What follows belongs to an exercise in optimizing a design on an open flow for small area and a short achievable clock period; a production flow would make more cautious choices. Function was checked by simulation only, so behaviour that the tests miss may differ from the original.

## oak
// ntt_butterfly
module ntt_butterfly
#(
    parameter REG_SIZE = 23
)
(
    input  wire                 clk,
    input  wire                 reset_n,
    input  wire                 zeroize,
    input  wire [2:0]           mode,
    input  wire                 accumulate,
    input  wire                 mlkem,
    input  wire  [REG_SIZE-1:0] opu_i,
    input  wire  [REG_SIZE-1:0] opv_i,
    input  wire  [REG_SIZE-1:0] opw_i,
    output logic [REG_SIZE-1:0] u_o,
    output logic [REG_SIZE-1:0] v_o,
    output logic [REG_SIZE-1:0] pwm_res_o,
    output logic [REG_SIZE-1:0] pairwm_mul_red_o
);
    localparam [2:0] CT = 3'd0, GS = 3'd1, PWM = 3'd2, PWA = 3'd3, PWS = 3'd4, PAIRWM = 3'd5;
    logic [2:0] mode_r;
    logic       mlkem_r;
    always_ff @(posedge clk or negedge reset_n) begin
        if (!reset_n) begin
            mode_r <= '0; mlkem_r <= 1'b0;
        end else if (zeroize) begin
            mode_r <= '0; mlkem_r <= 1'b0;
        end else begin
            mode_r <= mode; mlkem_r <= mlkem;
        end
    end
    wire m_ct  = (mode_r == CT);
    wire m_gs  = (mode_r == GS);
    wire m_pwm = (mode_r == PWM);
    wire m_pwa = (mode_r == PWA);
    wire m_pws = (mode_r == PWS);
    wire [24:0] q1  = mlkem_r ? 25'd3329 : 25'd8380417;
    wire [24:0] q2  = mlkem_r ? 25'd6658 : 25'd16760834;
    wire [24:0] qn  = mlkem_r ? (25'h1000000 - 25'd3329 + 25'h1000000) : (25'h1000000 - 25'd8380417 + 25'h1000000);
    logic [22:0] c_d, red;
    wire         share = m_ct | m_pwm;
    wire [22:0]  ax = share ? c_d : opu_i;
    wire [22:0]  ay = share ? red : opv_i;
    wire [24:0] s_a = {2'b0, ax} + {2'b0, ay};                  
    wire [24:0] s_m = {2'b0, ax} + {2'b0, ay} + qn;             
    wire [24:0] s_p = {2'b0, ax} + {2'b0, ay} + q1;             
    wire [24:0] d_a = {2'b0, ax} + {2'b11, ~ay} + 25'd1;        
    wire [24:0] d_p = {2'b0, ax} + {2'b11, ~ay} + 25'd1 + q1;   
    wire [24:0] d_2 = {2'b0, ax} + {2'b11, ~ay} + 25'd1 + q2;   
    wire [22:0] addm = s_m[24] ? s_a[22:0] : s_m[22:0];        
    wire [22:0] subm = d_a[24] ? d_p[22:0] : d_a[22:0];        
    wire [22:0] addh = !s_a[0] ? s_a[23:1] : (s_m[24] ? s_p[23:1] : s_m[23:1]);
    wire [22:0] subh = d_a[0] ? d_p[23:1] : (d_a[24] ? d_2[23:1] : d_a[23:1]);
    wire [22:0] a_n = m_ct ? opv_i : m_gs ? subh : opu_i;
  ...
For scale: roughly 4600 cells after synthesis, ~200 flip-flops, ~38000 sq um of cells after synthesis.
make LEC_CHECK=0 ABC_CLOCK_PERIOD_IN_PS=5000 CAP_MARGIN=20 CORE_MARGIN=2 CORE_UTILIZATION=40 SLEW_MARGIN=20 finish   # period 13.0 ns
run.sh (not shown) runs the stock make flow with config.mk's settings and CLKGATE_MAP_FILE= SYNTH_SCRIPT=/design/flow/synth_recipe.tcl, a recipe that flattens the netlist after the stock synthesis.
### oak -> pine
Settings: removing ABC_CLOCK_PERIOD_IN_PS (formerly 5000).
==> flow/flow/run.sh (new file) <==
#!/bin/bash
# Standard layout, with repair_timing aiming for a larger setup slack margin.
set -euo pipefail
bash standard.sh SETUP_SLACK_MARGIN=7 finish > standard.log 2>&1
==> flow/standard.sh (new file) <==
#!/bin/bash
# synth_recipe.tcl (not shown) runs the flow's synth.tcl, then flattens the netlist and writes it again
# the make line also repeats each setting of config.mk as NAME=value (left out here)
make -C /OpenROAD-flow-scripts/flow DESIGN_CONFIG=/design/flow/config.mk WORK_HOME=/design/flow/orfs CLKGATE_MAP_FILE= SYNTH_SCRIPT=/design/flow/synth_recipe.tcl "${@:-finish}"
removed: flow/run.sh
Results
pine: number of non-clock inverters in the layout higher than oak. Delta (pine minus oak): sequential share of layout area went down by 2.7 points; worst max-slew margin expressed relative to the limit saw a decrease.
Changes in birch relative to pine:
==> flow/run.sh (new file) <==
#!/bin/bash
# synth_recipe.tcl (not shown) runs the flow's synth.tcl, then flattens the netlist and writes it again
# the make line also repeats each setting of config.mk as NAME=value (left out here)
make -C /OpenROAD-flow-scripts/flow DESIGN_CONFIG=/design/flow/config.mk WORK_HOME=/design/flow/orfs CLKGATE_MAP_FILE= SYNTH_SCRIPT=/design/flow/synth_recipe.tcl finish
removed: flow/flow/run.sh
removed: flow/standard.sh
## What came out
In birch, the register-to-register slack came out 3.32 ns below the value in pine.
Via count, birch and pine: higher on pine
Taking pine as the reference, in birch time the worst path needs with I/O delays and setup went up; number of nets in the layout shrank by 9.6%; fraction of area in clock buffers and inverters grew by 0.27 points.
As far as floorplan die area goes, birch and pine are indistinguishable; the numbers are identical.
Delta (birch minus pine): peak clock frequency supported by timing now sits lower; final critical-path setup slack fell by 3.32 ns.
Side by side, cell depth of the worst setup path turned out lower in birch than in pine.
## Diff of input files: maple against birch
Settings: SETUP_SLACK_MARGIN: unset -> 5; ABC_CLOCK_PERIOD_IN_PS: unset -> 5000.
==> run summary <==
In maple, the initial antenna violation count came out 1 above the value in birch.
Combined global-route utilization of all metal layers (lower): birch
Re antenna diode instance count: birch and maple aren't equal, and the lower value belongs to birch.
Register area (maple over birch): increase, 36 sq um

========
run A:
Another version of the RTL of ntt_butterfly (not shown whole).
Size: about 38000 sq um of cells after synthesis.
clock: 13.0 ns
lec_check: 0
abc_area: 1
cap_margin: 20
core_margin: 2
core_utilization: 40
setup_slack_margin: 5
slew_margin: 20
Stock flow here: none of the scripts above is used.
diff inputs: run A => run B
-- flow/config.mk --
<<< run A, line 10
export CORE_MARGIN = 2
export CORE_UTILIZATION = 40
export SETUP_SLACK_MARGIN = 5
export SLEW_MARGIN = 20
>>> run B, line 10
export CORE_MARGIN = 2
export CORE_UTILIZATION = 40
export SETUP_SLACK_MARGIN = 4
export SLEW_MARGIN = 20
==> run summary <==
More vias were needed by run A than by run B. Run A vs run B, worst setup path startpoint: btwo_r[3] vs a_r[10]. Summary of run B over run A: first-pass GRT wire length decreased about 3.3%, final net count decreased 75. Where final design instance area without fill is concerned, run A is outperformed by run B. Run B: share of the clock period used by the worst path 6.3 points above run A. Re met3 routed wirelength: run A was higher than run B. Between run B and run A, it is run B whose number of stages on the worst setup path is higher, by 4. Data arrival time of the critical path for run B is higher than for run A.
### run B -> run C
==> flow/flow/run.sh (new file) <==
#!/bin/bash
# Standard layout; the port buffers use the smallest buffer cell (the resizer
# still upsizes any that timing or slew needs).
set -euo pipefail
bash standard.sh SETUP_SLACK_MARGIN=5.5 "BUFFER_PORTS_ARGS=-buffer_cell sky130_fd_sc_hd__buf_1" finish > standard.log 2>&1
==> flow/standard.sh (new file) <==
#!/bin/bash
# synth_recipe.tcl (not shown) runs the flow's synth.tcl, then flattens the netlist and writes it again
# the make line also repeats each setting of config.mk as NAME=value (left out here)
make -C /OpenROAD-flow-scripts/flow DESIGN_CONFIG=/design/flow/config.mk WORK_HOME=/design/flow/orfs CLKGATE_MAP_FILE= SYNTH_SCRIPT=/design/flow/synth_recipe.tcl "${@:-finish}"
-- flow/config.mk --
<<< run B, line 10
export CORE_MARGIN = 2
export CORE_UTILIZATION = 40
export SETUP_SLACK_MARGIN = 4
export SLEW_MARGIN = 20
>>> run C, line 10
export CORE_MARGIN = 2
export CORE_UTILIZATION = 40
export SETUP_SLACK_MARGIN = 5
export SLEW_MARGIN = 20
removed: flow/run.sh
- Between run C and run B, count of inserted antenna diode cells is higher for run C, run B comes in under that.
- Changes observed in run C relative to run B: fmax went up; non-filler instance count after layout climbed about 2.1%.
- Between run C and run B, it is run C whose data required time of the worst path is lower, by 0.04 ns.
- Of run C and run B, the run reporting the higher worst-case hold slack was run B.
- Summary of the comparison: worst setup slack is higher in run C, relative to run B.
- Run C has number of global-route vias before repair above what run B had.
- Per the comparison of run C with run B, maximum buffer depth of the clock tree was more or less identical; met3 track utilization from global routing has increased.
The inputs of run D differ from those of run C as listed below.
==> flow/flow/run.sh <==
#!/bin/bash
# Standard layout; the port buffers use the smallest buffer cell (the resizer
# still upsizes any that timing or slew needs).
set -euo pipefail
bash standard.sh "BUFFER_PORTS_ARGS=-buffer_cell sky130_fd_sc_hd__buf_1" finish > standard.log 2>&1
[summary]
Startpoint of the worst setup timing path: bone_r[3] -> run D, bone_r[7] -> run C. Run D vs run C, non-clock buffer count went down by 72. Comparing run C and run D, the lower overall global routing resource usage was measured on run D. Looking at cell with the largest stage delay on the worst path, the sky130_fd_sc_hd__fa_1 result is from run D; the sky130_fd_sc_hd__fa_2 one comes from run C. Run D: flow completed, timing, DRC and antenna clean. Against run C, run D reports a count of inverters other than clock inverters in the layout that is lower. On share of final layout cell area taken by clock buffers and inverters, run C and run D are basically level. Run D against run C: worst reg-to-reg setup slack went down; non-clock buffer share of cell area now sits lower; critical path depth picked up an extra 9.7%.

## afterwards: timing with drivers on the ports
No port has a modelled driver above. Below, the same layouts with a new extraction and two added sets of constraints.
Step 1, drivers: a clkbuf_16 drives clk and a buf_2 each remaining input, both assumed.
Step 2 times the ports against the registers' clock, not the clock port: input delays grow and output delays shrink by t, the midpoint of the rising clock arrivals with the driver on.
Slacks: ideal ports / drivers / drivers and shift; pairs: ideal ports / drivers.
| run | t (ns) | setup slack, ns | worst setup path at the end | clock arrival spread, ns |
|---|---|---|---|---|
| oak | 0.641 | 1.557 / 1.557 / 1.557 | register to register | 0.054 / 0.054 |
| pine | 0.653 | 4.874 / 4.874 / 4.626 | input to register | 0.070 / 0.071 |
| birch | 0.641 | 1.557 / 1.557 / 1.557 | register to register | 0.054 / 0.054 |
| maple | 0.659 | 4.686 / 4.686 / 4.617 | input to register | 0.072 / 0.071 |
| run A | 0.664 | 5.187 / 5.187 / 4.921 | input to register | 0.046 / 0.046 |
| run B | 0.660 | 4.363 / 4.363 / 4.363 | register to register | 0.059 / 0.059 |
| run C | 0.655 | 5.505 / 5.505 / 5.505 | register to register | 0.079 / 0.079 |
| run D | 0.672 | 5.145 / 5.145 / 5.145 | register to register | 0.082 / 0.083 |
After both steps every run listed still meets setup and hold. For run A, which loses most, drivers alone change the setup slack by 0.000 ns; drivers and shift together by -0.266 ns.
